Context: an optimization exercise on an open-source flow, tuned for small area. The choices shown serve that exercise and are no tape-out recipe.
Where RTL was checked, it was by simulation tests only, not by an equivalence proof against the original.
No functional check of the RTL was part of run 3.
In every run shown here, the design's own scripts or RTL, not TritonCTS, make the clock network.
The flow treats the clock pin as an ideal source. Dropping or thinning the clock tree relies on that and would not hold on a real chip.
No activity file was given, so power comes from the tool's default toggle rates.

===== design/flow/flow/run.sh =====
#!/bin/bash
# The standard ORFS layout, with an area-oriented synthesis (flow/synth.tcl), the
# smallest buffer cell for the port buffers and a one-level clock tree of three buffers (flow/cts.tcl).
# Full tool output: standard_flow.log and orfs/logs/.
set -euo pipefail
export MY_WORK=$(pwd)
export MY_ABC_SCRIPT=$MY_WORK/flow/area.script
export BUFFER_PORTS_ARGS="-buffer_cell sky130_fd_sc_hd__buf_1"
export PRE_CTS_TCL=$MY_WORK/flow/cts.tcl
export MY_CLOCK_PORT=clk
export MY_CLOCK_BUF=sky130_fd_sc_hd__clkbuf_8
export MY_CLOCK_GROUPS=3
bash standard.sh SYNTH_SCRIPT=$MY_WORK/flow/synth.tcl finish > standard_flow.log 2>&1

===== design/flow/flow/area.script =====
strash
&get -n
&fraig -x
&put
scorr
dc2
strash
dch -f
amap -F 20 -A 40 -C 5000

===== design/flow/flow/cts.tcl =====
# Sourced before ORFS's CTS step (PRE_CTS_TCL). The design has a few dozen flip-flops, so the
# clock tree is one level of clock buffers: this replaces clock_tree_synthesis with a step that
# splits the clock pins into MY_CLOCK_GROUPS groups by position (k-means), and gives each group
# its own buffer, placed at the group's centroid and fed by the clock port (detailed placement
# then legalises the buffers).
proc clock_tree_synthesis {args} {
  set block [ord::get_db_block]
  set clk [$block findNet $::env(MY_CLOCK_PORT)]
  set master [[ord::get_db] findMaster $::env(MY_CLOCK_BUF)]
  set k $::env(MY_CLOCK_GROUPS)
  set pins {}
  set xs {}
  set ys {}
  foreach it [$clk getITerms] {
    set loc [[$it getInst] getLocation]
    lappend pins $it
    lappend xs [lindex $loc 0]
    lappend ys [lindex $loc 1]
  }
  set n [llength $pins]
  # initial centres: pins spread through the list sorted by x
  set order [lsort -integer -indices $xs]
  set cx {}
  set cy {}
  for {set j 0} {$j < $k} {incr j} {
    set i [lindex $order [expr {($j * $n + $n / 2) / $k}]]
    lappend cx [lindex $xs $i]
    lappend cy [lindex $ys $i]
  }
  for {set iter 0} {$iter < 50} {incr iter} {
    set grp {}
    for {set i 0} {$i < $n} {incr i} {
      set best 0
      set bd -1
      for {set j 0} {$j < $k} {incr j} {
        set d [expr {abs([lindex $xs $i] - [lindex $cx $j]) + abs([lindex $ys $i] - [lindex $cy $j])}]
        if {$bd < 0 || $d < $bd} { set bd $d; set best $j }
      }
      lappend grp $best
    }
    for {set j 0} {$j < $k} {incr j} {
      set sx 0; set sy 0; set m 0
      for {set i 0} {$i < $n} {incr i} {
        if {[lindex $grp $i] == $j} { incr sx [lindex $xs $i]; incr sy [lindex $ys $i]; incr m }
      }
      if {$m > 0} { lset cx $j [expr {$sx / $m}]; lset cy $j [expr {$sy / $m}] }
    }
  }
  for {set j 0} {$j < $k} {incr j} {
    set buf [odb::dbInst_create $block $master clkbuf_leaf_$j]
    set net [odb::dbNet_create $block clknet_leaf_$j]
    $net setSigType CLOCK
    set m 0
    for {set i 0} {$i < $n} {incr i} {
      if {[lindex $grp $i] == $j} {
        set it [lindex $pins $i]
        $it disconnect
        $it connect $net
        incr m
      }
    }
    [$buf findITerm A] connect $clk
    [$buf findITerm X] connect $net
    $buf setLocation [lindex $cx $j] [lindex $cy $j]
    $buf setPlacementStatus PLACED
    puts "Clock buffer $j ($::env(MY_CLOCK_BUF)) drives $m clock pins"
  }
}

===== design/flow/flow/synth.tcl =====
# The standard synthesis (synth_recipe.tcl in the work folder), with two changes that
# leave the registers alone: ABC maps with the area-oriented script in flow/area.script, and
# Yosys does not extract half/full adders (ABC maps that logic instead).
proc abc {args} {
  set i [lsearch -exact $args -script]
  if {$i >= 0} { lset args [expr {$i + 1}] $::env(MY_ABC_SCRIPT) }
  yosys abc {*}$args
}
proc extract_fa {args} {}
source $::env(MY_WORK)/synth_recipe.tcl

===== design/flow/standard.sh =====
#!/bin/bash
# synth_recipe.tcl (not shown) runs the flow's synth.tcl, then flattens the netlist and writes it again
# the make line also repeats each setting of config.mk as NAME=value (left out here)
make -C /OpenROAD-flow-scripts/flow DESIGN_CONFIG=/design/flow/config.mk WORK_HOME=/design/flow/orfs CLKGATE_MAP_FILE= SYNTH_SCRIPT=/design/flow/synth_recipe.tcl "${@:-finish}"

===== design/flow/config.mk =====
export PLATFORM = sky130hd
export DESIGN_NAME = elevator
export DESIGN_NICKNAME = elevator
export VERILOG_FILES = /design/flow/design.v
export SDC_FILE = /design/flow/constraint.sdc
export NUM_CORES = 4
export LEC_CHECK = 0
export CAP_MARGIN = 0
export CORE_AREA = 10 10 210 210
export DIE_AREA = 0 0 220 220
export GPL_TIMING_DRIVEN = 0
export SLEW_MARGIN = 0

===== design/flow/constraint.sdc =====
create_clock -name core_clock -period 10.0 [get_ports {clk}]
set_input_delay 2.0000 -clock core_clock [delete_from_list [all_inputs] [get_ports {clk}]]
set_output_delay 2.0000 -clock core_clock [all_outputs]
set_load 0.01 [all_outputs]

===== design/flow/design.v =====
module elevator(
	input [63:0] requested_floor,
	input [63:0] destination_floor_elevator1,
	input [63:0] destination_floor_elevator2,
	input [63:0] current_floor_elevator1,
	input [63:0] current_floor_elevator2,
	input clk,
	input reset_elevator1,
	input in_emergency_elevator1,
	input reset_elevator2,
	input in_emergency_elevator2,
	output reg [1:0] direction_elevator1,
	output reg [1:0] direction_elevator2,
	output reg request_taken,
	output reg elevator1_status,
	output reg elevator2_status,
	output arrived_elevator1,
	output arrived_elevator2,
	output reg emergency_signal_elevator1,
	output reg emergency_signal_elevator2,
	output [63:0] current_floor_output_elevator1,
	output [63:0] current_floor_output_elevator2,
	output [63:0] final_floor_elevator1,
	output [63:0] final_floor_elevator2
	);
function [5:0] enc;
	input [63:0] x;
	reg [7:0] row, col;
	integer i;
	begin
		for (i = 0; i < 8; i = i + 1) begin
			row[i] = |x[8*i +: 8];
			col[i] = x[i] | x[8+i] | x[16+i] | x[24+i] | x[32+i] | x[40+i] | x[48+i] | x[56+i];
		end
		enc[0] = col[1] | col[3] | col[5] | col[7];
		enc[1] = col[2] | col[3] | col[6] | col[7];
		enc[2] = col[4] | col[5] | col[6] | col[7];
		enc[3] = row[1] | row[3] | row[5] | row[7];
		enc[4] = row[2] | row[3] | row[6] | row[7];
		enc[5] = row[4] | row[5] | row[6] | row[7];
	end
endfunction
function [63:0] dec;
	input [5:0] k;
	reg [7:0] row, col;
	integer i;
	begin
		row = 8'd1 << k[5:3];
		col = 8'd1 << k[2:0];
		for (i = 0; i < 64; i = i + 1)
			dec[i] = row[i / 8] & col[i % 8];
	end
endfunction
function [5:0] step;
	input [5:0] c;
	input up, dn;
	reg u, d;
	integer i;
	begin
		u = up;
		d = dn;
		for (i = 0; i < 6; i = i + 1) begin
			step[i] = c[i] ^ (u | d);
			u = u & c[i];
			d = d & !c[i];
		end
	end
endfunction
reg [5:0] cur1, cur2, fin1, fin2;
assign current_floor_output_elevator1 = dec(cur1);
assign current_floor_output_elevator2 = dec(cur2);
assign final_floor_elevator1 = dec(fin1);
assign final_floor_elevator2 = dec(fin2);
wire [5:0] req = enc(requested_floor);
wire [5:0] dst1 = enc(destination_floor_elevator1);
wire [5:0] dst2 = enc(destination_floor_elevator2);
wire [5:0] ld1 = enc(current_floor_elevator1);
wire [5:0] ld2 = enc(current_floor_elevator2);
wire take1 = !elevator1_status && !request_taken && fin2 != req && cur1 == dst1;
wire take2 = !take1 && !elevator2_status && !request_taken && fin1 != req && cur2 == dst2;
wire [5:0] f1 = reset_elevator1 ? dst1 : take1 ? req : fin1;
wire [5:0] c1 = reset_elevator1 ? ld1 : cur1;
wire [5:0] f2 = reset_elevator2 ? dst2 : take2 ? req : fin2;
wire [5:0] c2 = reset_elevator2 ? ld2 : cur2;
wire up1 = !in_emergency_elevator1 && f1 > c1;
wire dn1 = !in_emergency_elevator1 && f1 < c1;
wire eq1 = f1 == c1;
wire up2 = !in_emergency_elevator2 && f2 > c2;
wire dn2 = !in_emergency_elevator2 && f2 < c2;
wire eq2 = f2 == c2;
assign arrived_elevator1 = !(direction_elevator1[0] | direction_elevator1[1]);
assign arrived_elevator2 = !(direction_elevator2[0] | direction_elevator2[1]);
always @(posedge clk) begin
	fin1 <= f1;
	fin2 <= f2;
	cur1 <= step(c1, up1, dn1);
	cur2 <= step(c2, up2, dn2);
	direction_elevator1 <= {dn1, up1};
	direction_elevator2 <= {dn2, up2};
	emergency_signal_elevator1 <= in_emergency_elevator1;
	emergency_signal_elevator2 <= in_emergency_elevator2;
	elevator1_status <= !eq1 && (!in_emergency_elevator1 || (!reset_elevator1 && elevator1_status));
	elevator2_status <= !eq2 && (!in_emergency_elevator2 || (!reset_elevator2 && elevator2_status));
	request_taken <= (request_taken | take1 | take2) & !reset_elevator1 & !reset_elevator2 & !eq1 & !eq2;
end
endmodule

==> results of run 1 <==
## layer usage
| metal | wire length, um | vias up | global-route usage (%) | part of all wire (%) |
|---|---|---|---|---|
| met4 | 1147 | 0 | 3.880 | 3.1 |
| met1 | 13900 | 3932 | 15.45 | 37 |
| li1 | - | 4169 | - | - |
| met5 | 0 | - | 0 | 0 |
| met2 | 18710 | 631 | 25.25 | 50 |
| met3 | 3846 | 67 | 2.811 | 10 |
## power by group
part | total, uW | switching [uW] | internal (uW)
clock | 67.4 | 39.8 | 27.6
sequential | 244 | 75.5 | 169
combinational | 577 | 415 | 162
total | 888 | 530 | 358
## cell families after synthesis
group                  count (synthesis)  share of synthesized area, %
buffers and inverters                 55                         4.666
flip-flops                            33                         14.93
AO/OA/AOI/OAI                         99                         14.71
AND/OR/NAND/NOR                      608                         65.70
## worst max-delay path, delay by kind of cell
kind                   cells  cell delay [ns]
AO/OA/AOI/OAI             10             2.79
buffers and inverters      3             0.68
AND/OR/NAND/NOR           12             3.08
## synthesized netlist by cell type
library cell | number | area, sq um
or3_1 | 9 | 56.30
a21oi_1 | 11 | 55.05
nor3_1 | 15 | 75.07
a31o_1 | 2 | 17.52
a221oi_1 | 2 | 17.52
o32ai_1 | 6 | 52.55
o22a_1 | 4 | 35.03
o311ai_0 | 2 | 17.52
o21ai_0 | 18 | 90.09
nand2_1 | 51 | 191.4
and3_1 | 2 | 12.51
clkinv_1 | 55 | 206.5
o22ai_1 | 37 | 231.5
nand3_1 | 72 | 360.4
a22oi_1 | 9 | 67.56
dfxtp_1 | 33 | 660.6
o221ai_1 | 1 | 8.760
nand3b_1 | 2 | 15.01
nand4_1 | 9 | 56.30
o2111ai_1 | 1 | 8.760
or4_1 | 52 | 390.4
nor2_1 | 291 | 1092
and2_0 | 1 | 6.260
nor4_1 | 103 | 644.4
a31oi_1 | 1 | 6.260
a311oi_1 | 1 | 8.760
o211ai_1 | 2 | 15.01
a222oi_1 | 1 | 10.01
a2111oi_0 | 1 | 8.760
or2_0 | 1 | 6.260
## state kept, by name, indices dropped and copies added (netlist names)
| register | count |
|---|---|
| elevator2_status | 1 |
| fin2 | 6 |
| direction_elevator2 | 2 |
| emergency_signal_elevator2 | 1 |
| cur1 | 6 |
| cur2 | 6 |
| fin1 | 6 |
| request_taken | 1 |
| emergency_signal_elevator1 | 1 |
| elevator1_status | 1 |
| direction_elevator1 | 2 |
## per-stage QoR
| stage | hold WS [ns] | area [sq um] |
|---|---|---|
| after global placement | 0.4772 | 7281 |
| final | 0.4998 | 7328 |
| after global routing | 0.5360 | 7328 |
| after floorplan | 0.4924 | 4424 |
| after CTS | 0.4912 | 7328 |
| after detailed placement | 0.4901 | 7287 |
## area by class of cell
cell class / instances / area (sq um) / share of cell area, %
Inverter: 55 / 206.4 / 2.817
Tap cell: 525 / 656.9 / 8.964
Timing Repair Buffer: 586 / 2200 / 30.02
Buffer: 3 / 41.29 / 0.5634
Sequential cell: 33 / 660.6 / 9.015
Multi-Input combinational cell: 707 / 3563 / 48.63
## worst max path at each step
stage / start / endpoint / slack (ns) / cells past startpoint
global placement: requested_floor[13] / cur2[5] / 1.19 / 25
floorplan: requested_floor[13] / cur2[5] / 3.22 / 24
finish: requested_floor[45] / cur2[5] / 1.53 / 25
CTS: requested_floor[13] / cur2[5] / 1.26 / 25
global route: requested_floor[13] / cur2[5] / 0.90 / 25
detailed placement: destination_floor_elevator2[19] / cur2[5] / 1.29 / 25
==> implementation parameters, run 1 <==
Parameter                              Value

Critical path
  Largest fanout of any net on the critical path ... 9
  Reg2reg end ... cur2[5]
  R2R setup slack ... slightly below 5 ns
  Category of the most critical setup path ... input pin to flip-flop
  Largest stage delay, worst path ... ~0.92 ns
  R2r worst-path depth ... 21
  Arr. time, crit path ... approximately 8.6 ns
  R2R Path Start ... cur1[2]
  WP data required ... 10.09 ns
  Crit path top cell by count ... nand2_1
  CP startpoint kind ... input pin
  Master of the slowest instance on the critical path ... a311oi_1
  Critical path capture point type ... flip-flop

Global routing
  Total global routing overflow ... 0
  Overall fraction of global-route tracks in use ... 13.67%
  Number of global-route vias before repair ... between 8,000 and 9,000
  Maximum number of pins on one net before global-route repair ... 15
  Initial antenna violation count ... 1
  Global-route wire length before repair ... 51,620 um

Job
  Max-cap violation count ... 0

Logic synthesis
  Cell Area, Synth ... approximately 0.0044 sq mm
  Fraction of the yosys area taken by sequential cells ... 14.93%
  Post-synthesis instance total ... roughly 800
  Count of unique library cells instantiated by Yosys ... 30
  Yosys warns ... 1
  Post-synthesis sequential element count ... 33
  Synth Area per Inst ... around 5.6 sq um
  Synthesized net count ... roughly 1,100

Worst hold path
  Hold Startpoint ... elevator1_status
  Hold Crit Class ... flip-flop to flip-flop
  Worst Hold End ... elevator1_status
  Cell depth of the worst hold path ... 2

STA
  Post-route clock skew ... 0.01060 ns
  Total count of max-transition violations in the final report ... 0
  Setup violations, final ... 0
  Number of endpoints with negative hold slack in the final report ... 0
  Worst slew pin tran ... between 1 and 1.5 ns
  Setup_tns ... 0 ns
  Setup repair after global routing missed its margin ... false
  Headroom to the max-slew limit ... about a fifth
  Post-route clock period utilization ... 84.72%
  FMAX ... roughly 120 MHz
  Post-layout worst setup margin ... 1.528 ns
  Clock period minus worst slack ... 8.472 ns

Die
  Die area ... a little under 0.05 sq mm
  Initial core utilization ... between 10% and 20%
  Total core area ... approximately 0.040 sq mm
  Row count ... between 70 and 80
  Chip width ... about 220 um
  Top-level port count ... about 590
  Floorplan die height ... 220 um

Clocking
  Clock transition at path regs ... ~0.090 ns
  Post-CTS setup-driven buffer insertion count ... 0
  Number of instances resized during post-cts repair ... 0
  Quantity of hold-fixing buffers added after cts ... 0
  Insertion delay of the later-clocked pin in the worst-skew pair ... about 0.15 ns

Cells and area
  Count of nets after finishing ... 1,711
  Most frequent cells in the layout ... buf_1, nor2_1, nor4_1
  Cell Count, Final, Fillers Out ... 1,909
  Number of filler cells placed in the layout ... about 4,700
  Layout overhead on the synthesized area ... 65.64%
  Layout cell share with drive strength beyond 1 ... less than 1%
  Share of the core filled with cells in the final layout ... 18.49%
  Ant diodes ... 0
  Leading cell type in the layout, fill and taps excluded ... buf_1

Power
  IR drop worst, VDD ... 0.0001197 V
  Power density cells ... between 100 and 150 mW/mm^2
  Design Power ... about 900 uW
  Cell leakage power ... 0.001791 uW

Routing
  Overall via count from detail_route ... a little under 9,000
  DRT antenna net count ... 0
  Drt pass-1 iters ... 5
  Post-DR wirelength/cell ... 19.70 um
  Total routed wirelength ... around 38,000 um
  Routed vias/inst ... 4.609
  1st-iter DRT viols ... slightly below 700
  Number of remaining DRC errors ... 0

Place
  Pre-CTS worst setup slack ... between 1 and 1.5 ns
  Post-DP HPWL ... 33,650 um
  IO buf count ... roughly 590
  Global placement routability congestion ... slightly below 1
  Dpl cells ... approximately 1,900

Outcome
  Status ... timing/DRC/antenna clean
==> inputs of run 2 (changes only) <==
==> design/flow/flow/area.script (replaced) <==
strash
&get -n
&fraig -x
&put
scorr
dc2
strash
dch -f
amap -F 20 -A 40 -C 5000 -x
==> run 2 against run 1 <==
Still clean on timing, DRC and antenna. Clock skew is 0.023 ns higher. Final area down 0.26%. Die area unchanged. Synthesized area fell by 0.40%. Utilization hardly changed. Largest cell class unchanged.
==> implementation parameters, run 2 <==
Parameter                              Value

Critical path
  R2R Path Start ... cur1[5]
  CP startpoint kind ... input pin
  R2r worst-path depth ... 23
  Reg2reg end ... cur1[5]
  R2R setup slack ... approximately 5.0 ns
  Largest fanout of any net on the critical path ... 8
  Arr. time, crit path ... about 8.6 ns
  WP data required ... approximately 10 ns
  Critical Path End ... cur1[5]
  Category of the most critical setup path ... input pin to flip-flop
  Critical path capture point type ... flip-flop
  Timing startpoint of the critical path ... requested_floor[13]

STA
  Setup_tns ... 0 ns
  Post-layout worst setup margin ... approximately 1.4 ns
  Total count of max-transition violations in the final report ... 0
  Setup repair after global routing missed its margin ... false
  Clock period minus worst slack ... 8.604 ns
  Number of endpoints with negative hold slack in the final report ... 0
  Post-route clock skew ... 0.03400 ns
  Post-route clock period utilization ... 86.04%
  Headroom to the max-slew limit ... a little over an eighth
  Worst slew pin tran ... 1.286 ns
  Setup violations, final ... 0
  FMAX ... roughly 120 MHz

Job
  Max-cap violation count ... 0

Logic synthesis
  EDFF count, synth ... 0
  Most area-consuming cells after synthesis ... nor2_1, dfxtp_1, nor4_1
  Largest area contributor in the synthesized netlist ... nor2_1
  Count of unique library cells instantiated by Yosys ... 28
  Simple-gate portion of the synthesized area ... between 60% and 70%
  Multiplexer area fraction after synthesis ... 0%
  Fraction of the yosys area taken by sequential cells ... about 15%
  Most used standard cells in the synthesized netlist ... nor2_1, nor4_1, nand3_1, or4_1, nand2_1
  Synthesized net count ... roughly 1,100
  Synth Area per Inst ... ~5.5 sq um
  Combinational family with the most area after synthesis ... simple AND/OR/NAND/NOR gates
  Complex-gate fraction of the synthesized area ... around 14%
  Asr flop ratio synth ... 0%
  Share of the synthesized netlist area taken by xor and xnor gates ... 0%
  Cell Area, Synth ... 0.004407 sq mm
  Post-synth top area share ... between 20% and 30%
  Leading cell type by number of instances after synthesis ... nor2_1
  Post-synthesis sequential element count ... 33
  Top flip-flop cell by instance count after synthesis ... dfxtp_1
  Yosys warns ... 1
  Post-synthesis instance total ... around 800
  Synthesized-area fraction occupied by adder cells ... 0%

Global routing
  GR met1 Demand/Resource ... 17.79%
  GRT met3 Usage ... roughly 2.8%
  Maximum number of pins on one net before global-route repair ... 16
  Initial antenna violation count ... 1
  Overall fraction of global-route tracks in use ... between 10% and 20%
  Most crowded layer after global routing ... met2
  Number of global-route vias before repair ... just under 9,000
  M2 GR Usage ... 24.62%
  Total global routing overflow ... 0
  Global-route wire length before repair ... between 50,000 and 60,000 um

Cells and area
  Number of filler cells placed in the layout ... between 4,000 and 5,000
  Combined area of the multi-input logic cells ... ~0.0036 sq mm
  FF/Latch Area ... 660.6 sq um
  Ant diodes ... 0
  Leading cell type in the layout, fill and taps excluded ... buf_1
  Layout cell share with drive strength beyond 1 ... less than 1%
  Count of nets after finishing ... ~1,700
  Most frequent cells in the layout ... buf_1, nor2_1, nor4_1
  Layout overhead on the synthesized area ... 65.87%

Place
  IO buf count ... ~600
  Post-DP HPWL ... roughly 34,000 um
  Pre-CTS worst setup slack ... 1.209 ns
  Global placement routability congestion ... between 1 and 1.5

Power
  Cell leakage power ... 0.001794 uW
  Power density cells ... 118.2 mW/mm^2
  IR drop worst, VDD ... 0.00005727 V

Outcome
  Status ... timing/DRC/antenna clean

Clocking
  Insertion delay of the later-clocked pin in the worst-skew pair ... roughly 0.15 ns
  Number of instances resized during post-cts repair ... 0
  Post-CTS setup-driven buffer insertion count ... 0
  Quantity of hold-fixing buffers added after cts ... 0
  Clock transition at path regs ... approximately 0.080 ns

Die
  Initial core utilization ... about 11%
  Floorplan die height ... between 200 and 250 um
  Total core area ... 0.03964 sq mm
  Chip width ... between 200 and 250 um
  Top-level port count ... 592
  Die area ... around 0.048 sq mm
  Row count ... 73

Routing
  Overall via count from detail_route ... 8,880
  Number of remaining DRC errors ... 0
  Post-DR wirelength/cell ... a little over 20 um
  1st-iter DRT viols ... between 700 and 800
  Total routed wirelength ... between 30,000 and 40,000 um
  DRT antenna net count ... 0
  Drt pass-1 iters ... 7
  Routed vias/inst ... approximately 4.6

Worst hold path
  Hold Crit Class ... flip-flop to flip-flop
[run 2: cell count changes after synthesis, moves of 4 or more]
cell      before  now
nor2_1       291  300
clkinv_1      55   48
a21oi_1       11   17
a31oi_1        1    6
o21ai_0       18   13
o22ai_1       37   32
a221oi_1       2    6
o22a_1         4    0
[run 2: critical path: stages]
cell and delay (ns):
buf_1 0.14, or4_1 0.53, or3_1 0.42, nor4_1 0.99, clkinv_1 0.57, o22ai_1 0.30, nor4_1 0.08, a31oi_1 0.64
clkinv_1 0.35, a22oi_1 0.32, o22ai_1 0.21, o21ai_0 0.24, nor3_1 0.07, o21ai_0 0.11, nor2_1 0.10, and3_1 0.25
nor2_1 0.15, clkinv_1 0.12, nor2_1 0.19, nand2_1 0.12, nor2_1 0.13, nand2_1 0.10, nor2_1 0.14, clkinv_1 0.10
a21oi_1 0.15, o22ai_1 0.08
[run 2: cell families after synthesis]
group	Yosys count
and+or+nand+nor	618
buffers and inverters	48
AOI/OAI and AO/OA	96
DFF	33
[run 2: worst min-delay path by stage]
| stage | startpoint | end | slack [ns] | depth (start not counted) |
|---|---|---|---|---|
| 2_1_floorplan | elevator1_status | elevator1_status | 0.49 | 2 |
| 3_3_place_gp | elevator1_status | elevator1_status | 0.47 | 2 |
| 3_5_place_dp | elevator1_status | elevator1_status | 0.47 | 2 |
| 4_1_cts | elevator1_status | elevator1_status | 0.48 | 2 |
| 5_1_grt | elevator1_status | elevator1_status | 0.51 | 2 |
| 6_report | elevator1_status | elevator1_status | 0.48 | 2 |
[run 2: final cells by class]
cell class | count | share of cell area [%]
inverter | 48 | 2.465
multi-input combinational | 714 | 48.78
timing repair buffer | 587 | 30.16
tap | 525 | 8.987
sequential | 33 | 9.038
buffer | 3 | 0.5649
[run 2: report_power, final]
group | total (uW) | internal (uW) | switching (uW)
clock | 63.4 | 27.5 | 36.0
sequential | 240 | 167 | 72.4
combinational | 561 | 158 | 402
total | 864 | 353 | 511
[run 2: through the flow]
| stage | cells | util [%] | cell area [sq um] | hold slack, ns | total power, uW |
|---|---|---|---|---|---|
| global route | 1910 | 18.44 | 7310 | 0.5117 | 935.3 |
| floorplan | 795 | - | 4407 | 0.4919 | 531.9 |
| finish | 1910 | 18.44 | 7310 | 0.4822 | 864.1 |
| detailed placement | 1907 | 18.34 | 7268 | 0.4743 | 794.8 |
| CTS | 1910 | 18.44 | 7310 | 0.4764 | 845.8 |
| global placement | 1906 | 18.32 | 7263 | 0.4683 | 796.9 |
[run 2: routing by layer]
| layer | share of wire [%] | vias to the layer above |
|---|---|---|
| li1 | - | 4177 |
| met1 | 39 | 4046 |
| met2 | 48 | 597 |
| met3 | 10 | 58 |
| met4 | 2.4 | 2 |
| met5 | 0.033 | - |
==> inputs of run 3 (changes only) <==
--- a/design/flow/design.v
+++ b/design/flow/design.v
@@ -89,6 +89,12 @@
 wire dn2 = !in_emergency_elevator2 && f2 < c2;
 wire eq2 = f2 == c2;
-assign arrived_elevator1 = !(direction_elevator1[0] | direction_elevator1[1]);
-assign arrived_elevator2 = !(direction_elevator2[0] | direction_elevator2[1]);
+wire moving1 = elevator1_status & !emergency_signal_elevator1;
+wire moving2 = elevator2_status & !emergency_signal_elevator2;
+always @* begin
+	direction_elevator1[1] = moving1 & !direction_elevator1[0];
+	direction_elevator2[1] = moving2 & !direction_elevator2[0];
+end
+assign arrived_elevator1 = !moving1;
+assign arrived_elevator2 = !moving2;
 always @(posedge clk) begin
 	fin1 <= f1;
@@ -96,6 +102,6 @@
 	cur1 <= step(c1, up1, dn1);
 	cur2 <= step(c2, up2, dn2);
-	direction_elevator1 <= {dn1, up1};
-	direction_elevator2 <= {dn2, up2};
+	direction_elevator1[0] <= up1;
+	direction_elevator2[0] <= up2;
 	emergency_signal_elevator1 <= in_emergency_elevator1;
 	emergency_signal_elevator2 <= in_emergency_elevator2;
==> run 3 against run 2 <==
Still clean. Synthesized area grew 0.23%. Register-to-register slack lost 0.74 ns. Combinational power decreased by 23%. Global-route usage is 0.21 points lower. Synthesized cell count rose by 0.38%. Clock skew rose by 0.015 ns. Die area is the same. First-iteration DRC count fell by 5.7%. Fmax shrank 2.9%. Critical path depth increased by 1. Worst setup slack got worse by 0.25 ns. Critical path type unchanged.
==> implementation parameters, run 3 <==
Parameter                              Value

Logic synthesis
  Count of unique library cells instantiated by Yosys ... 32
  Synthesized net count ... ~1,100
  Post-synthesis sequential element count ... 31
  Fraction of the yosys area taken by sequential cells ... between 10% and 20%
  Most area-consuming cells after synthesis ... nor2_1, dfxtp_1, nor4_1
  Post-synth top area share ... between 20% and 30%
  Synth Area per Inst ... around 5.5 sq um
  Most used standard cells in the synthesized netlist ... nor2_1, nor4_1, nand3_1, or4_1, clkinv_1
  Post-synthesis instance total ... 798
  EDFF count, synth ... 0
  Top flip-flop cell by instance count after synthesis ... dfxtp_1
  Yosys warns ... 1
  Largest area contributor in the synthesized netlist ... nor2_1
  Asr flop ratio synth ... 0%
  Cell Area, Synth ... around 0.0044 sq mm
  Leading cell type by number of instances after synthesis ... nor2_1

Die
  Chip width ... between 200 and 250 um
  Initial core utilization ... around 11%
  Row count ... 73
  Top-level port count ... 592
  Die area ... about 0.048 sq mm
  Floorplan die height ... 220 um
  Total core area ... 0.03964 sq mm

Cells and area
  Most frequent cells in the layout ... buf_1, nor2_1, nor4_1
  Layout overhead on the synthesized area ... 65.95%
  Design Area, Final ... 0.007330 sq mm
  Leading cell type in the layout, fill and taps excluded ... buf_1
  Count of nets after finishing ... 1,714
  Layout cell share with drive strength beyond 1 ... 0.3605%

Worst hold path
  Hold Crit Class ... flip-flop to flip-flop

STA
  Total count of max-transition violations in the final report ... 0
  Headroom to the max-slew limit ... between 15 and 20%
  Setup repair after global routing missed its margin ... false
  Clock period minus worst slack ... slightly below 9 ns
  Setup_tns ... 0 ns
  FMAX ... between 100 and 150 MHz
  Post-layout worst setup margin ... 1.143 ns
  Worst slew pin tran ... 1.198 ns
  Post-route clock skew ... a little under 0.05 ns
  Setup violations, final ... 0
  Post-route clock period utilization ... between 80 and 90%
  Number of endpoints with negative hold slack in the final report ... 0

Place
  Area of placed instances ... 0.007273 sq mm
  Post-DP HPWL ... approximately 34,000 um
  IO buf count ... ~590
  Pre-CTS worst setup slack ... ~0.34 ns
  Global placement routability congestion ... roughly 1

Power
  Power density cells ... roughly 95 mW/mm^2
  IR drop worst, VDD ... 0.00005486 V
  Cell leakage power ... around 0.0018 uW

Global routing
  Number of global-route vias before repair ... 8,582
  Maximum number of pins on one net before global-route repair ... 16
  Global-route wire length before repair ... around 53,000 um
  Total global routing overflow ... 0
  Overall fraction of global-route tracks in use ... 14.01%
  Initial antenna violation count ... 1

Clocking
  Number of instances resized during post-cts repair ... 0
  Clock transition at path regs ... 0.10 ns
  Quantity of hold-fixing buffers added after cts ... 0
  Insertion delay of the later-clocked pin in the worst-skew pair ... 0.16 ns
  Post-CTS setup-driven buffer insertion count ... 0

Critical path
  Largest fanout of any net on the critical path ... 8
  WP data required ... just over 10 ns
  Critical path capture point type ... flip-flop
  Category of the most critical setup path ... input pin to flip-flop
  Arr. time, crit path ... 8.96 ns
  CP startpoint kind ... input pin

Job
  Max-cap violation count ... 0

Routing
  Overall via count from detail_route ... 8,679
  Number of remaining DRC errors ... 0
  Drt pass-1 iters ... 5
  Total routed wirelength ... approximately 39,000 um
  DRT antenna net count ... 0
  1st-iter DRT viols ... between 700 and 800
  Routed vias/inst ... between 4 and 5
  Post-DR wirelength/cell ... around 20 um

Outcome
  Status ... timing/DRC/antenna clean
run 3: changes by cell type after synthesis, moves of 5 or more:
| cell | previous run | this run |
|---|---|---|
| or4_1 | 52 | 58 |
| or3_1 | 8 | 13 |
| nor4_1 | 103 | 94 |
| nand4_1 | 9 | 3 |
| clkinv_1 | 48 | 53 |
run 3: stage by stage:
stage | total power [uW] | hold WS, ns | utilization (%) | instances
floorplan | 419.6 | 0.4972 | - | 798
global placement | 632.7 | 0.5592 | 18.35 | 1909
detailed placement | 632.6 | 0.5649 | 18.35 | 1909
CTS | 680.4 | 0.5656 | 18.45 | 1912
global route | 755.4 | 0.5940 | 18.49 | 1913
finish | 695.8 | 0.5619 | 18.49 | 1913
run 3: routing by layer:
metal	vias up	wire length (um)	global-route usage, %
met4	0	648	2.762
met1	3934	15510	17.36
met5	-	0	0
met3	50	3823	3.071
met2	523	18810	24.39
li1	4172	-	-
run 3: final timing paths:
path,from,to,slack (ns),cells past startpoint
max,requested_floor[13],cur2[5],1.14,27
min,elevator1_status,elevator1_status,0.56,2
min reg2reg,elevator1_status,elevator1_status,0.56,2
max reg2reg,fin2[0],cur2[5],4.24,23
run 3: final cells by class:
class / instances / area [sq um]
antenna: 1 / 2.502
timing repair buffer: 586 / 2200
multi-input combinational: 714 / 3610
tap: 525 / 656.9
fill: 4685 / 32310
sequential: 31 / 620.6
buffer: 3 / 41.29
inverter: 53 / 198.9
run 3: cells by family after synthesis:
| kind of cell | synth area share, % |
|---|---|
| flip-flops | 14.05 |
| AO/OA/AOI/OAI | 14.82 |
| AND/OR/NAND/NOR | 66.63 |
| buffers and inverters | 4.504 |
run 3: critical path: stages:
cell and delay (ns):
buf_1 0.08, or4_1 0.57, or3_1 0.43, nor4_2 0.54
clkinv_1 0.43, o22ai_1 0.20, o221ai_1 0.14, nor4_1 0.59
nor4_1 0.30, or2_0 0.32, nor2b_1 0.38, clkinv_1 0.27
a22oi_1 0.28, o22ai_1 0.15, nand2_1 0.12, o21ai_0 0.09
a211oi_1 0.19, o21ai_0 0.15, a2111oi_0 0.77, nor2_1 0.16
nand2_1 0.15, nor2_1 0.07, nand2_1 0.11, nor3_1 0.08
o22ai_1 0.20, nor2_1 0.06, a21oi_1 0.12
run 3: report_power, final:
part	internal, uW	switching, uW	total, uW
clock network	27.3	34.3	61.6
logic	123	311	434
registers	148	51.8	200
==> inputs of run 4 (changes only) <==
--- a/design/flow/design.v
+++ b/design/flow/design.v
@@ -89,12 +89,6 @@
 wire dn2 = !in_emergency_elevator2 && f2 < c2;
 wire eq2 = f2 == c2;
-wire moving1 = elevator1_status & !emergency_signal_elevator1;
-wire moving2 = elevator2_status & !emergency_signal_elevator2;
-always @* begin
-	direction_elevator1[1] = moving1 & !direction_elevator1[0];
-	direction_elevator2[1] = moving2 & !direction_elevator2[0];
-end
-assign arrived_elevator1 = !moving1;
-assign arrived_elevator2 = !moving2;
+assign arrived_elevator1 = !(direction_elevator1[0] | direction_elevator1[1]);
+assign arrived_elevator2 = !(direction_elevator2[0] | direction_elevator2[1]);
 always @(posedge clk) begin
 	fin1 <= f1;
@@ -102,6 +96,6 @@
 	cur1 <= step(c1, up1, dn1);
 	cur2 <= step(c2, up2, dn2);
-	direction_elevator1[0] <= up1;
-	direction_elevator2[0] <= up2;
+	direction_elevator1 <= {dn1, up1};
+	direction_elevator2 <= {dn2, up2};
 	emergency_signal_elevator1 <= in_emergency_elevator1;
 	emergency_signal_elevator2 <= in_emergency_elevator2;
--- a/design/flow/flow/run.sh
+++ b/design/flow/flow/run.sh
@@ -9,5 +9,6 @@
 export PRE_CTS_TCL=$MY_WORK/flow/cts.tcl
 export MY_CLOCK_PORT=clk
-export MY_CLOCK_BUF=sky130_fd_sc_hd__clkbuf_8
-export MY_CLOCK_GROUPS=3
+export MY_CLOCK_BUF=sky130_fd_sc_hd__clkbuf_16
+export MY_CLOCK_GROUPS=1
+export MY_CLOCK_SHRINK=0.3
 bash standard.sh SYNTH_SCRIPT=$MY_WORK/flow/synth.tcl finish > standard_flow.log 2>&1
--- a/design/flow/flow/cts.tcl
+++ b/design/flow/flow/cts.tcl
@@ -19,4 +19,20 @@
   }
   set n [llength $pins]
+  # draw the flip-flops towards their common centroid by MY_CLOCK_SHRINK (1 leaves them where
+  # global placement put them); detailed placement legalises them afterwards
+  if {[info exists ::env(MY_CLOCK_SHRINK)]} {
+    set s $::env(MY_CLOCK_SHRINK)
+    set mx 0.0; set my 0.0
+    foreach x $xs { set mx [expr {$mx + $x}] }
+    foreach y $ys { set my [expr {$my + $y}] }
+    set mx [expr {$mx / $n}]; set my [expr {$my / $n}]
+    for {set i 0} {$i < $n} {incr i} {
+      set nx [expr {int($mx + $s * ([lindex $xs $i] - $mx))}]
+      set ny [expr {int($my + $s * ([lindex $ys $i] - $my))}]
+      [[lindex $pins $i] getInst] setLocation $nx $ny
+      lset xs $i $nx
+      lset ys $i $ny
+    }
+  }
   # initial centres: pins spread through the list sorted by x
   set order [lsort -integer -indices $xs]
==> run 4 against run 3 <==
Sequential share of layout area up 0.59 points. Global-route usage up 1.1 points. Worst hold slack better by 0.012 ns. Clock power down 24%. Critical endpoint is now cur1[5]. Largest cell class unchanged.
==> implementation parameters, run 4 <==
Parameter                              Value

Outcome
  Status ... timing/DRC/antenna clean

Logic synthesis
  Synth Area per Inst ... around 5.5 sq um
  Post-synth top area share ... around 26%
  Cell Area, Synth ... approximately 0.0044 sq mm
  Count of unique library cells instantiated by Yosys ... 28
  Largest area contributor in the synthesized netlist ... nor2_1
  Asr flop ratio synth ... 0%
  Top flip-flop cell by instance count after synthesis ... dfxtp_1
  Most used standard cells in the synthesized netlist ... nor2_1, nor4_1, nand3_1, or4_1, nand2_1
  Fraction of the yosys area taken by sequential cells ... between 10 and 15%
  Synthesized net count ... 1,120
  EDFF count, synth ... 0
  Post-synthesis sequential element count ... 33
  Yosys warns ... 1
  Leading cell type by number of instances after synthesis ... nor2_1
  Most area-consuming cells after synthesis ... nor2_1, dfxtp_1, nor4_1
  Post-synthesis instance total ... a little under 800

Global routing
  Number of global-route vias before repair ... 8,844
  Global-route wire length before repair ... between 50,000 and 60,000 um
  Overall fraction of global-route tracks in use ... about 15%
  Maximum number of pins on one net before global-route repair ... 34
  Total global routing overflow ... 0
  Initial antenna violation count ... 1

STA
  Post-route clock period utilization ... roughly 88%
  Setup repair after global routing missed its margin ... false
  Setup_tns ... 0 ns
  Clock period minus worst slack ... 8.764 ns
  Setup violations, final ... 0
  Post-route clock skew ... around 0.0022 ns
  Worst slew pin tran ... 1.386 ns
  Total count of max-transition violations in the final report ... 0
  Number of endpoints with negative hold slack in the final report ... 0
  FMAX ... roughly 110 MHz
  Headroom to the max-slew limit ... ~6.7%

Cells and area
  Layout cell share with drive strength beyond 1 ... 0.1446%
  Design Area, Final ... ~0.0073 sq mm
  Leading cell type in the layout, fill and taps excluded ... buf_1
  Count of nets after finishing ... around 1,700
  Number of filler cells placed in the layout ... 4,713
  Most frequent cells in the layout ... buf_1, nor2_1, nor4_1
  Cell Count, Final, Fillers Out ... roughly 1,900
  Layout overhead on the synthesized area ... 65.50%
  Ant diodes ... 0

Critical path
  Largest fanout of any net on the critical path ... 8
  R2R setup slack ... between 4 and 5 ns
  Largest delay share family, worst path ... simple AND/OR/NAND/NOR gates
  Buffers and inverters on the worst path ... 5
  WP data required ... roughly 10 ns
  Largest stage delay, worst path ... 1.06 ns
  R2r worst-path depth ... 22
  Crit path top cell by count ... nor2_1
  Reg2reg end ... cur1[5]
  Master of the slowest instance on the critical path ... nor4_1
  CP startpoint kind ... input pin
  Arr. time, crit path ... just under 9 ns
  R2R Path Start ... cur1[3]
  Critical path capture point type ... flip-flop
  Category of the most critical setup path ... input pin to flip-flop

Power
  Power density cells ... ~120 mW/mm^2
  Switching power total ... 531.2 uW
  Proportion of power drawn by flip-flops and latches ... between 20% and 30%
  Part of the power in combinational logic ... 65.9%
  Relative contribution of the clock network to total power ... under 10%
  IR drop worst, VDD ... 0.00007455 V
  Cell leakage power ... 0.001785 uW
  Share of total power consumed by net switching ... about three fifths
  Internal Pwr Total ... about 340 uW

Die
  Initial core utilization ... roughly 11%
  Floorplan die height ... between 200 and 250 um
  Chip width ... 220 um
  Row count ... 73
  Total core area ... 0.03964 sq mm
  Top-level port count ... slightly below 600
  Die area ... 0.04840 sq mm

Clocking
  Quantity of hold-fixing buffers added after cts ... 0
  Insertion delay of the later-clocked pin in the worst-skew pair ... approximately 0.16 ns
  Post-CTS setup-driven buffer insertion count ... 0
  Number of instances resized during post-cts repair ... 0
  Clock transition at path regs ... around 0.1 ns

Job
  Max-cap violation count ... 0

Routing
  Overall via count from detail_route ... just under 9,000
  Post-DR wirelength/cell ... 21.49 um
  Total routed wirelength ... 41,000 um
  1st-iter DRT viols ... 804
  Number of remaining DRC errors ... 0
  Drt pass-1 iters ... 5
  Routed vias/inst ... between 4 and 5
  DRT antenna net count ... 0

Worst hold path
  Worst Hold End ... elevator2_status
  Hold Crit Class ... flip-flop to flip-flop
  Cell depth of the worst hold path ... 2
  Hold Startpoint ... elevator2_status

Place
  Dpl cells ... around 1,900
  Area of placed instances ... 0.007268 sq mm
  Post-DP HPWL ... roughly 34,000 um
  IO buf count ... 586
  Global placement routability congestion ... ~1.0
run 4: cell types whose count changed in the layout (fill, tap and decap cells not counted), sizes merged, moves of 5 or more:
cell | before | now
clkinv | 53 | 48
or4 | 58 | 52
nand4 | 3 | 9
nor4 | 94 | 103
or3 | 13 | 8
run 4: how the worst max path moves through the flow:
stage,slack (ns),from,cells past startpoint,end
floorplan,3.18,destination_floor_elevator2[19],25,cur2[5]
global placement,1.16,requested_floor[13],26,cur1[5]
detailed placement,1.21,requested_floor[13],26,cur1[5]
CTS,0.96,requested_floor[13],26,cur1[5]
global route,0.73,requested_floor[13],26,cur1[5]
finish,1.24,requested_floor[13],26,cur1[5]
run 4: kinds of logic (layout without fill, tap and decap cells):
| group | Yosys count | in the layout | synth area share (%) |
|---|---|---|---|
| buffers and inverters | 48 | 636 | 4.089 |
| flip-flops | 33 | 33 | 14.99 |
| AND/OR/NAND/NOR | 618 | 618 | 66.89 |
| AO/OA/AOI/OAI | 96 | 96 | 14.03 |
run 4: worst reg2reg max path, delay by kind of cell (launching register included):
family	cells	cell delay, ns
AND/OR/NAND/NOR	10	1.56
AO/OA/AOI/OAI	9	2.34
buffers and inverters	3	0.57
flip-flops	1	0.62
run 4: area by class of cell:
class	instances	area [sq um]	area share (%)
Buffer	1	25.02	0.3431
Sequential cell	33	660.6	9.058
Inverter	48	180.2	2.470
Timing Repair Buffer	587	2205	30.23
Tap cell	525	656.9	9.007
Multi-Input combinational cell	714	3566	48.89
run 4: power groups by stage:
stage | logic (uW) | clock network (uW) | registers [uW]
finish | 577 | 46.8 | 252
global route | 635 | 53.0 | 260
CTS | 576 | 38.3 | 258
detailed placement | 554 | 0 | 240
global placement | 556 | 0 | 241
floorplan | 316 | 0 | 216
run 4: layer usage:
metal / global-route usage, % / wire length [um] / vias up
met3: 2.537 / 3742 / 44
met5: 0 / 13 / -
met4: 2.374 / 669 / 2
li1: - / - / 4174
met1: 18.96 / 16270 / 4025
met2: 26.88 / 20310 / 555
run 4: metrics by stage:
| stage | worst slack (ns) | total power [uW] | util (%) | hold WS (ns) |
|---|---|---|---|---|
| 6_report | 1.236 | 875.6 | 18.40 | 0.5738 |
| 5_1_grt | 0.7282 | 948.1 | 18.40 | 0.6039 |
| 4_1_cts | 0.9555 | 872.0 | 18.40 | 0.5675 |
| 3_5_place_dp | 1.209 | 794.8 | 18.34 | 0.4743 |
| 3_3_place_gp | 1.156 | 796.9 | 18.32 | 0.4683 |
| 2_1_floorplan | 3.180 | 531.9 | - | 0.4919 |
==> inputs of run 5 (changes only) <==
--- a/design/flow/flow/run.sh
+++ b/design/flow/flow/run.sh
@@ -1,5 +1,5 @@
 #!/bin/bash
 # The standard ORFS layout, with an area-oriented synthesis (flow/synth.tcl), the
-# smallest buffer cell for the port buffers and a one-level clock tree of three buffers (flow/cts.tcl).
+# smallest buffer cell for the port buffers and a one-buffer clock tree (flow/cts.tcl).
 # Full tool output: standard_flow.log and orfs/logs/.
 set -euo pipefail
--- a/design/flow/flow/cts.tcl
+++ b/design/flow/flow/cts.tcl
@@ -1,7 +1,7 @@
 # Sourced before ORFS's CTS step (PRE_CTS_TCL). The design has a few dozen flip-flops, so the
 # clock tree is one level of clock buffers: this replaces clock_tree_synthesis with a step that
-# splits the clock pins into MY_CLOCK_GROUPS groups by position (k-means), and gives each group
-# its own buffer, placed at the group's centroid and fed by the clock port (detailed placement
-# then legalises the buffers).
+# (optionally) draws the flip-flops closer together, splits the clock pins into MY_CLOCK_GROUPS
+# groups by position (k-means), and gives each group its own buffer, placed at the group's
+# centroid and fed by the clock port (detailed placement then legalises the cells).
 proc clock_tree_synthesis {args} {
   set block [ord::get_db_block]
==> run 5 against run 4 <==
Highest routed layer unchanged. Still clean on timing, DRC and antenna. Via count is the same. Critical path depth unchanged. Synthesized area is the same.
==> implementation parameters, run 5 <==
Parameter                              Value

Die
  Chip width ... ~220 um
  Initial core utilization ... 11.12%
  Row count ... between 70 and 80
  Floorplan die height ... roughly 220 um
  Top-level port count ... slightly below 600
  Die area ... slightly below 0.05 sq mm
  Total core area ... between 0.03 and 0.04 sq mm

Logic synthesis
  Synth Area per Inst ... approximately 5.5 sq um
  EDFF count, synth ... 0
  Largest area contributor in the synthesized netlist ... nor2_1
  Post-synth top area share ... approximately a quarter
  Asr flop ratio synth ... 0%
  Post-synthesis instance total ... approximately 800
  Synthesized net count ... between 1,000 and 1,500
  Most area-consuming cells after synthesis ... nor2_1, dfxtp_1, nor4_1
  Post-synthesis sequential element count ... 33
  Cell Area, Synth ... ~0.0044 sq mm
  Most used standard cells in the synthesized netlist ... nor2_1, nor4_1, nand3_1, or4_1, nand2_1
  Top flip-flop cell by instance count after synthesis ... dfxtp_1
  Count of unique library cells instantiated by Yosys ... 28
  Leading cell type by number of instances after synthesis ... nor2_1
  Fraction of the yosys area taken by sequential cells ... 14.99%
  Yosys warns ... 1

Critical path
  Critical path capture point type ... flip-flop
  Largest fanout of any net on the critical path ... 8
  CP startpoint kind ... input pin
  R2R setup slack ... between 4 and 5 ns
  WP data required ... 10.00 ns
  Arr. time, crit path ... between 8 and 9 ns
  Category of the most critical setup path ... input pin to flip-flop

Routing
  DRT antenna net count ... 0
  Drt pass-1 iters ... 5
  Number of remaining DRC errors ... 0
  1st-iter DRT viols ... 804
  Overall via count from detail_route ... roughly 8,800
  Total routed wirelength ... 41,000 um
  Post-DR wirelength/cell ... 21.49 um
  Routed vias/inst ... between 4 and 5

STA
  Total count of max-transition violations in the final report ... 0
  Post-route clock period utilization ... roughly 88%
  Worst slew pin tran ... around 1.4 ns
  Headroom to the max-slew limit ... between 6 and 7%
  FMAX ... between 100 and 150 MHz
  Hold slack final ... ~0.57 ns
  Setup repair after global routing missed its margin ... false
  Setup_tns ... 0 ns
  Post-route clock skew ... 0.002189 ns
  Setup violations, final ... 0
  Clock period minus worst slack ... ~9 ns
  Number of endpoints with negative hold slack in the final report ... 0

Clocking
  Number of instances resized during post-cts repair ... 0
  Quantity of hold-fixing buffers added after cts ... 0
  Insertion delay of the later-clocked pin in the worst-skew pair ... 0.16 ns
  Post-CTS setup-driven buffer insertion count ... 0
  Clock transition at path regs ... 0.10 ns

Cells and area
  Layout cell share with drive strength beyond 1 ... less than 1%
  Ant diodes ... 0
  Leading cell type in the layout, fill and taps excluded ... buf_1
  Count of nets after finishing ... 1,710
  Number of filler cells placed in the layout ... between 4,000 and 5,000
  Layout overhead on the synthesized area ... 65.50%
  Most frequent cells in the layout ... buf_1, nor2_1, nor4_1

Power
  Cell leakage power ... between 0.0015 and 0.002 uW
  Power density cells ... 120.1 mW/mm^2
  IR drop worst, VDD ... about 0.000075 V

Global routing
  Global-route wire length before repair ... between 50,000 and 60,000 um
  Total global routing overflow ... 0
  Initial antenna violation count ... 1
  Maximum number of pins on one net before global-route repair ... 34
  Overall fraction of global-route tracks in use ... 15.12%
  Number of global-route vias before repair ... about 8,800

Job
  Max-cap violation count ... 0

Place
  Global placement routability congestion ... 1.044
  Post-DP HPWL ... between 30,000 and 40,000 um
  IO buf count ... roughly 590

Worst hold path
  Hold Crit Class ... flip-flop to flip-flop

Outcome
  Status ... timing/DRC/antenna clean
run 5: worst max-delay path, cell delays in order:
cell and delay, ns:
buf_1 0.14, or4_1 0.53, or3_1 0.42, nor4_1 1.06, clkinv_1 0.57, o22ai_1 0.30, nor4_1 0.09, a31oi_1 0.63
clkinv_1 0.35, a22oi_1 0.32, o22ai_1 0.21, o21ai_0 0.24, nor3_1 0.06, o21ai_0 0.11, nor2_1 0.10, and3_1 0.25
nor2_1 0.15, clkinv_1 0.12, nor2_1 0.21, nand2_1 0.12, nor2_1 0.13, nand2_1 0.10, nor2_1 0.13, clkinv_1 0.10
a21oi_1 0.15, o22ai_1 0.14
run 5: layer usage:
metal / global-route usage, % / share of wire [%]
met2: 26.88 / 50
met1: 18.96 / 40
met3: 2.537 / 9.1
met4: 2.374 / 1.6
met5: 0 / 0.032
run 5: layout make-up:
cell class | count | area [sq um] | share of cell area (%)
repair buffers | 587 | 2205 | 30.23
flip-flops and latches | 33 | 660.6 | 9.058
multi-input cells | 714 | 3566 | 48.89
plain buffers | 1 | 25.02 | 0.3431
inverters | 48 | 180.2 | 2.470
well taps | 525 | 656.9 | 9.007
run 5: cell families (layout without fill, tap and decap cells):
group / after synthesis / after routing / share of synthesized area (%)
AOI/OAI and AO/OA: 96 / 96 / 14.03
buffers and inverters: 48 / 636 / 4.089
DFF: 33 / 33 / 14.99
and+or+nand+nor: 618 / 618 / 66.89
run 5: report_power, final:
part           total (uW)  switching, uW  internal, uW  leakage, uW
Clock                46.8           28.3          18.5    0.0000123
Combinational         577            419           158      0.00150
Sequential            252           84.3           167     0.000275
run 5: worst paths after layout:
kind | startpoint | endpoint | depth (start not counted)
setup / recovery | requested_floor[13] | cur1[5] | 26
setup reg to reg | cur1[3] | cur1[5] | 22
hold / removal | elevator2_status | elevator2_status | 2
hold reg to reg | elevator2_status | elevator2_status | 2
run 5: metrics by stage:
stage | worst slack, ns | instance area (sq um) | cells | utilization (%) | power, uW
CTS | 0.9555 | 7293 | 1908 | 18.40 | 872.0
finish | 1.236 | 7293 | 1908 | 18.40 | 875.6
global route | 0.7282 | 7293 | 1908 | 18.40 | 948.1
global placement | 1.156 | 7263 | 1906 | 18.32 | 796.9
detailed placement | 1.209 | 7268 | 1907 | 18.34 | 794.8
floorplan | 3.180 | 4407 | 795 | - | 531.9

-- static timing again, ports no longer ideal --
How much do the figures lean on ideal ports? The routed layouts below were timed once more, with nothing changed but the port constraints.
Step 1 assumes that a clkbuf_16 drives the clock port and a buf_2 every other input.
Step 2 moves the port delays by t, midway between the first and last clock arrival at a register: inputs arrive t later, outputs are due t later. That takes back most of the time a late clock gives input paths.
a / b / c = no drivers / after step 1 / after step 2; a / b = the first two.
run	t, ns	setup slack, ns	pins driven straight from the clock port
run 1	0.199	1.528 / 1.550 / 1.352	3
run 2	0.200	1.396 / 1.430 / 1.230	3
run 3	0.202	1.143 / 1.143 / 0.942	3
run 4	0.200	1.236 / 1.244 / 1.044	1
run 5	0.200	1.236 / 1.244 / 1.044	1
After both steps setup and hold are still met in every run listed. For run 3, which loses most, drivers alone change the setup slack by 0.000 ns; drivers and shift together by -0.201 ns.
